Source: an optimization exercise on an open RTL-to-GDS flow (aim: a short achievable clock period and few clock cycles per item). Production flows keep margins and buffers that such runs may drop.
Where RTL was checked, it was by simulation tests only, not by an equivalence proof against the original.
No activity file was given, so power comes from the tool's default toggle rates.

==> flow/design.v (excerpt) <==
module top_RISCV #(
    parameter n = 10,
    parameter m = 32
)(
    input wire clk,
    input wire rst,
    output wire [n-1:0] addr,
    output wire [m-1:0] write_data,
    output wire memwr,
    input wire [31:0] read_data,
    output wire [31:0] PC,
    input wire [31:0] instr
);
For scale: ~11000 cells after synthesis, about 1300 flip-flops, ~140 I/O pins, ~0.080 sq mm of cells after synthesis.
export LEC_CHECK = 0
export CAP_MARGIN = 20
export CORE_MARGIN = 2
export CORE_UTILIZATION = 40
export SETUP_SLACK_MARGIN = 5
export SLEW_MARGIN = 20
create_clock -name core_clock -period 10.0 [get_ports {clk}]
standard.sh (not shown) runs the stock make flow with config.mk's settings and CLKGATE_MAP_FILE= SYNTH_SCRIPT=/design/flow/synth_recipe.tcl, a recipe that flattens the netlist after the stock synthesis.
==> flow/flow/run.sh <==
#!/bin/bash
# Layout flow: the standard ORFS flow (standard.sh) with these changes:
#  - synthesis maps the logic with abc using flow/abc_fast.script, which maps
#    every path for delay (the standard script recovers area on paths abc
#    thinks are short, which is most of the paths from the input ports),
#    without the slow 4-high-stack gates listed in flow/abc_dont_use.txt;
#  - no full/half adder cells (ADDER_MAP_FILE empty): the adders, written as
#    prefix adders in the RTL, go to abc as plain logic;
#  - repair_timing aims at a tighter setup margin than the 5 ns that the
#    settings list allows, so it keeps working down to a ~3.5 ns period;
#  - the port buffers are buf_4 cells (buffer_ports otherwise picks a
#    clock-delay buffer, which repair may only swap for other delay cells).
# Registers, constraints, floorplan, CTS and routing are standard.sh's.
# make's full output goes to flow_make.log here; ORFS keeps each step's log
# under orfs/logs/.
set -euo pipefail
WD=$(pwd)
MARGIN=${FLOW_SETUP_MARGIN:-6.5}
sed "s|@WD@|$WD|g" flow/synth_wrap.tcl > flow_synth.tcl
grep -q 'SYNTH_SCRIPT=[^ ]*synth_recipe.tcl' standard.sh
grep -q '"${@:-finish}"' standard.sh
sed -e "s|SYNTH_SCRIPT=[^ ]*synth_recipe.tcl|SYNTH_SCRIPT=$WD/flow_synth.tcl|" \
    -e "s|\"\${@:-finish}\"|SETUP_SLACK_MARGIN=${MARGIN} ADDER_MAP_FILE= BUFFER_PORTS_ARGS=\"-buffer_cell sky130_fd_sc_hd__buf_4\" \"\${@:-finish}\"|" \
    standard.sh > flow_standard.sh
grep -q "SETUP_SLACK_MARGIN=${MARGIN} ADDER_MAP_FILE=" flow_standard.sh
grep -q "SYNTH_SCRIPT=$WD/flow_synth.tcl" flow_standard.sh
bash flow_standard.sh "$@" > flow_make.log 2>&1
Other scripts of this flow, unchanged in this note and not shown: flow/flow/abc_dont_use.txt, flow/flow/abc_fast.script, flow/flow/synth_wrap.tcl
Testbench counts at the start, summed over its fixed seeds: cycles 22,015, instrs 21,298.
Then changed:
--- a/flow/design.v
+++ b/flow/design.v
@@ -80,43 +80,41 @@
     output wire [n-1:0] addr,
     output wire [m-1:0] write_data,
     output wire memwr,
     input wire [31:0] read_data,
     output wire [31:0] PC,
     input wire [31:0] instr
 );
 localparam [6:0] OP_R = 7'b0110011, OP_I = 7'b0010011, OP_L = 7'b0000011,
                  OP_S = 7'b0100011, OP_B = 7'b1100011, OP_J = 7'b1101111,
                  OP_JR = 7'b1100111;
 reg  [7:0]  fidx;            
-reg  [7:0]  pc_o;            
-reg  [31:0] pc_x;            
 reg         v_e;
 reg  [31:0] a_e, b_e, sd_e, imm_e;
 reg         fa_e, fb_e, fs_e;        
 reg         wa_e, wb_e, ws_e;        
 reg         q_ab, q_mb, q_wb, q_am, q_aw, q_mw, q_same;   
 reg  [4:0]  rd_e;
 reg         nbf_e;                   
 reg         wen_e, sub_e, and_e, or_e, br_e, bne_e, jal_e, jalr_e, lw_e, sw_e, link_e, alu_e, add_e;
 reg  [31:0] npc;             
 reg  [31:0] res_m;
 reg  [4:0]  rd_m;
 reg         wen_m, ld_m;
 reg  [31:0] wb_w;            
 reg  [9:0]  addr_r;
 reg  [31:0] wdata_r;
 reg         memwr_r;
 reg  [7:0]  ras;             
 reg  [31:0] rf [1:31];
-assign PC         = {pc_x[31:10], pc_o, pc_x[1:0]};
+assign PC         = {npc[31:10], fidx, npc[1:0]};
 assign addr       = addr_r;
 assign write_data = wdata_r;
 assign memwr      = memwr_r;
 wire [31:0] mval = ld_m ? read_data : res_m;
 wire [31:0] A  = fa_e ? res_m : wa_e ? wb_w : a_e;
 wire [31:0] B  = fb_e ? res_m : wb_e ? wb_w : b_e;
 wire [31:0] SD = fs_e ? mval  : ws_e ? wb_w : sd_e;
 wire [31:0] sum, tgt;
 wire [29:0] link_hi;
 adder #(32) u_sum  (.a(A), .b(sub_e ? ~B : B), .ci(sub_e), .s(sum));
 adder #(32) u_tgt  (.a(npc), .b(imm_e), .ci(1'b0), .s(tgt));
@@ -215,34 +213,22 @@
 wire s_seq = ~(s_jal | s_br | s_jre | s_ras);
 wire [7:0] g_idx    = ({8{s_jal}} & jal_t)     | ({8{s_br}}  & br_t) |
                       ({8{s_jre}} & jr_e[9:2]) | ({8{s_ras}} & ras)  |
                       ({8{s_seq}} & seq);
 wire [7:0] idx_next = e_mis ? e_idx : stall ? fidx : g_idx;
 always @(posedge clk or posedge rst) begin
     if (rst)
         fidx <= 8'd0;
     else
         fidx <= idx_next;
 end
-always @(posedge clk) begin
-    if (rst)
-        pc_o <= 8'd0;
-    else
-        pc_o <= idx_next;
-end
-always @(posedge clk) begin
-    if (rst)
-        pc_x <= 32'd0;
-    else if (v_e)
-        pc_x <= e_next;
-end
 always @(posedge clk or posedge rst) begin
     if (rst)
         v_e <= 1'b0;
     else
         v_e <= ~e_mis & ~stall;
 end
 always @(posedge clk) begin
     q_ab   <= ~e1 & ~m1 & ~(~useimm_d & (e2 | m2));
     q_mb   <=  e1 & ~(~useimm_d & (e2 | m2));
     q_wb   <= ~e1 &  m1 & ~(~useimm_d & (e2 | m2));
     q_am   <= ~e1 & ~m1 & ~useimm_d & e2;
The changed run went through all stages and came out clean.
Synthesized area fell by 0.78%.
Sequential share of layout area barely changes.
Via count fell by 3.0%.
Design area fell by 1.8%.
Worst hold slack barely changes.
Flip-flop and latch count fell by 33.
Clock power fell by 4.7%.
Routed wire length fell by 3.0%.
Worst setup slack is worse by 170 ps.
Count of clock-buffer cells in the layout fell by 3.
Core utilization fell by 0.44 points.
Cell count fell by 1.2%.
Global-route usage fell by 1.0 points.
The RTL of the second run of this note was laid out without a check of its function.

* * *

Setup of v13:
top_RISCV, a different RTL version from the one above (not shown whole).
Size: about 11,000 cells after synthesis, about 1,300 flip-flops, ~140 I/O pins, about 81,000 µm² of cells after synthesis.
==> flow/design.v (excerpt) <==
module top_RISCV #(
    parameter n = 10,
    parameter m = 32
)(
    input wire clk,
    input wire rst,
    output wire [n-1:0] addr,
    output wire [m-1:0] write_data,
    output wire memwr,
    input wire [31:0] read_data,
    output wire [31:0] PC,
    input wire [31:0] instr
);
==> flow/config.mk <==
export PLATFORM = sky130hd
export DESIGN_NAME = top_RISCV
export DESIGN_NICKNAME = top_RISCV
export VERILOG_FILES = /design/flow/design.v
export SDC_FILE = /design/flow/constraint.sdc
export NUM_CORES = 8
export LEC_CHECK = 0
export CAP_MARGIN = 20
export CORE_MARGIN = 2
export CORE_UTILIZATION = 40
export SETUP_SLACK_MARGIN = 5
export SLEW_MARGIN = 20
==> flow/constraint.sdc <==
create_clock -name core_clock -period 10.0 [get_ports {clk}]
set_input_delay 2.0000 -clock core_clock [delete_from_list [all_inputs] [get_ports {clk}]]
set_output_delay 2.0000 -clock core_clock [all_outputs]
set_load 0.01 [all_outputs]
==> flow/flow/abc_dont_use.txt <==
sky130_fd_sc_hd__a2111o_1
sky130_fd_sc_hd__a2111o_2
sky130_fd_sc_hd__a2111o_4
sky130_fd_sc_hd__a2111oi_0
sky130_fd_sc_hd__a2111oi_1
sky130_fd_sc_hd__a2111oi_2
sky130_fd_sc_hd__a2111oi_4
sky130_fd_sc_hd__a41o_1
sky130_fd_sc_hd__a41o_2
sky130_fd_sc_hd__a41o_4
sky130_fd_sc_hd__a41oi_1
sky130_fd_sc_hd__a41oi_2
sky130_fd_sc_hd__a41oi_4
sky130_fd_sc_hd__nor4_1
sky130_fd_sc_hd__nor4_2
sky130_fd_sc_hd__nor4_4
sky130_fd_sc_hd__nor4b_1
sky130_fd_sc_hd__nor4b_2
sky130_fd_sc_hd__nor4b_4
sky130_fd_sc_hd__nor4bb_1
sky130_fd_sc_hd__nor4bb_2
sky130_fd_sc_hd__nor4bb_4
sky130_fd_sc_hd__o2111a_1
sky130_fd_sc_hd__o2111a_2
sky130_fd_sc_hd__o2111a_4
sky130_fd_sc_hd__o2111ai_1
sky130_fd_sc_hd__o2111ai_2
sky130_fd_sc_hd__o2111ai_4
sky130_fd_sc_hd__o41a_1
sky130_fd_sc_hd__o41a_2
sky130_fd_sc_hd__o41a_4
sky130_fd_sc_hd__o41ai_1
sky130_fd_sc_hd__o41ai_2
sky130_fd_sc_hd__o41ai_4
sky130_fd_sc_hd__or4_1
sky130_fd_sc_hd__or4_2
sky130_fd_sc_hd__or4_4
sky130_fd_sc_hd__or4b_1
sky130_fd_sc_hd__or4b_2
sky130_fd_sc_hd__or4b_4
sky130_fd_sc_hd__or4bb_1
sky130_fd_sc_hd__or4bb_2
sky130_fd_sc_hd__or4bb_4
==> flow/flow/abc_fast.script <==
strash
dch -f
map -D 10
buffer -c
topo
stime -c
upsize -c
dnsize -c
==> flow/flow/synth_wrap.tcl <==
# Synthesis wrapper: synth_recipe.tcl (the standard synthesis) with its abc
# call given flow/abc_fast.script and the cells in flow/abc_dont_use.txt
# kept out of the mapping. @WD@ is replaced by the work folder.
proc abc {args} {
  set i [lsearch -exact $args -script]
  if {$i >= 0} { lset args [expr {$i + 1}] @WD@/flow/abc_fast.script }
  set f [open @WD@/flow/abc_dont_use.txt]
  foreach c [split [string trim [read $f]]] {
    if {$c ne ""} { lappend args -dont_use $c }
  }
  close $f
  yosys abc {*}$args
}
source @WD@/synth_recipe.tcl
Scripts as last shown in full above: flow/flow/run.sh
Testbench counts of v13, summed over its fixed seeds: cycles 22,016, instrs 21,298.
--- input diff v13..v25 ---
--- a/flow/design.v
+++ b/flow/design.v
@@ -83,38 +83,38 @@
     input wire [31:0] read_data,
     output wire [31:0] PC,
     input wire [31:0] instr
 );
 localparam [6:0] OP_R = 7'b0110011, OP_I = 7'b0010011, OP_L = 7'b0000011,
                  OP_S = 7'b0100011, OP_B = 7'b1100011, OP_J = 7'b1101111,
                  OP_JR = 7'b1100111;
 reg  [7:0]  fidx;            
 reg  [7:0]  pc_o;            
-reg  [31:0] pc_xn;           
+reg  [31:0] pc_x;            
 reg         v_e;
 reg  [31:0] a_e, b_e, sd_e, imm_e;
 reg         fa_e, fb_e, fs_e;        
 reg         wa_e, wb_e, ws_e;        
 reg         q_ab, q_mb, q_wb, q_am, q_aw, q_mw, q_same;   
 reg  [4:0]  rd_e;
 reg         nbf_e;                   
 reg         wen_e, sub_e, and_e, or_e, br_e, bne_e, jal_e, jalr_e, lw_e, sw_e, link_e, alu_e, add_e;
 reg  [31:0] npc;             
 reg  [31:0] res_m;
 reg  [4:0]  rd_m;
 reg         wen_m, ld_m;
 reg  [31:0] wb_w;            
 reg  [9:0]  addr_r;
 reg  [31:0] wdata_r;
 reg         memwr_r;
 reg  [7:0]  ras;             
 reg  [31:0] rf [1:31];
-assign PC         = {~pc_xn[31:10], pc_o, ~pc_xn[1:0]};
+assign PC         = {pc_x[31:10], pc_o, pc_x[1:0]};
 assign addr       = addr_r;
 assign write_data = wdata_r;
 assign memwr      = memwr_r;
 wire [31:0] mval = ld_m ? read_data : res_m;
 wire [31:0] A  = fa_e ? res_m : wa_e ? wb_w : a_e;
 wire [31:0] B  = fb_e ? res_m : wb_e ? wb_w : b_e;
 wire [31:0] SD = fs_e ? mval  : ws_e ? wb_w : sd_e;
 wire [31:0] sum, tgt;
 wire [29:0] link_hi;
@@ -223,23 +223,23 @@
     else
         fidx <= idx_next;
 end
 always @(posedge clk) begin
     if (rst)
         pc_o <= 8'd0;
     else
         pc_o <= idx_next;
 end
-always @(posedge clk or posedge rst) begin
+always @(posedge clk) begin
     if (rst)
-        pc_xn <= 32'hffffffff;
+        pc_x <= 32'd0;
     else if (v_e)
-        pc_xn <= ~e_next;
+        pc_x <= e_next;
 end
 always @(posedge clk or posedge rst) begin
     if (rst)
         v_e <= 1'b0;
     else
         v_e <= ~e_mis & ~stall;
 end
 always @(posedge clk) begin
     q_ab   <= ~e1 & ~m1 & ~(~useimm_d & (e2 | m2));
--- outcome ---
v25 has less setup slack than v13. For design area, v13 and v25 come out practically identical. Gate count of the mapped netlist was lower in the run labelled v13. Via count (lower): v13. Row post-synth net total: v25 higher / v13 lower. Worst setup path startpoint = instr[20]: v13; worst setup path startpoint = res_m[17]: v25. Diff v13 -> v25: proportion of layout cells with a drive suffix above 1 shows a reduction of 0.83 points; delay contributed by the slowest stage of the critical path shows an increase of 0.09 ns. Between v13 and v25, first-iteration DRC count decreased. Est. power | v25 vs v13 | v25 higher.
Function not checked in v25: the RTL went through the layout flow alone.

## afterwards: timing with drivers on the ports
Ports are ideal in the flow. The routed layouts listed here were re-timed in OpenROAD. Step 1 (the two cells are an assumption about what drives the block):
set clk [get_ports {clk}]
set_driving_cell -lib_cell sky130_fd_sc_hd__clkbuf_16 $clk
set_driving_cell -lib_cell sky130_fd_sc_hd__buf_2 [delete_from_list [all_inputs] $clk]
Step 2 also shifts input and output timing later by t, the mid clock arrival at the registers, as if the neighbouring blocks saw the same clock. Three values: ideal, step 1, step 2; two values: the first two.
| run | t (ns) | setup WS [ns] | worst data-port slew with drivers (ns) |
|---|---|---|---|
| the first run of note 1 | 0.927 | 6.334 / 6.088 / 5.161 | 0.48 |
| the second run of note 1 | 0.917 | 6.167 / 6.074 / 5.157 | 0.31 |
| v13 | 0.921 | 6.375 / 6.095 / 5.174 | 0.49 |
| v25 | 0.918 | 6.214 / 6.008 / 5.090 | 0.49 |
After both steps setup and hold are still met in every run listed. The setup slack of v13, which loses most, moves by -0.280 ns with the drivers and by -1.201 ns with both steps.
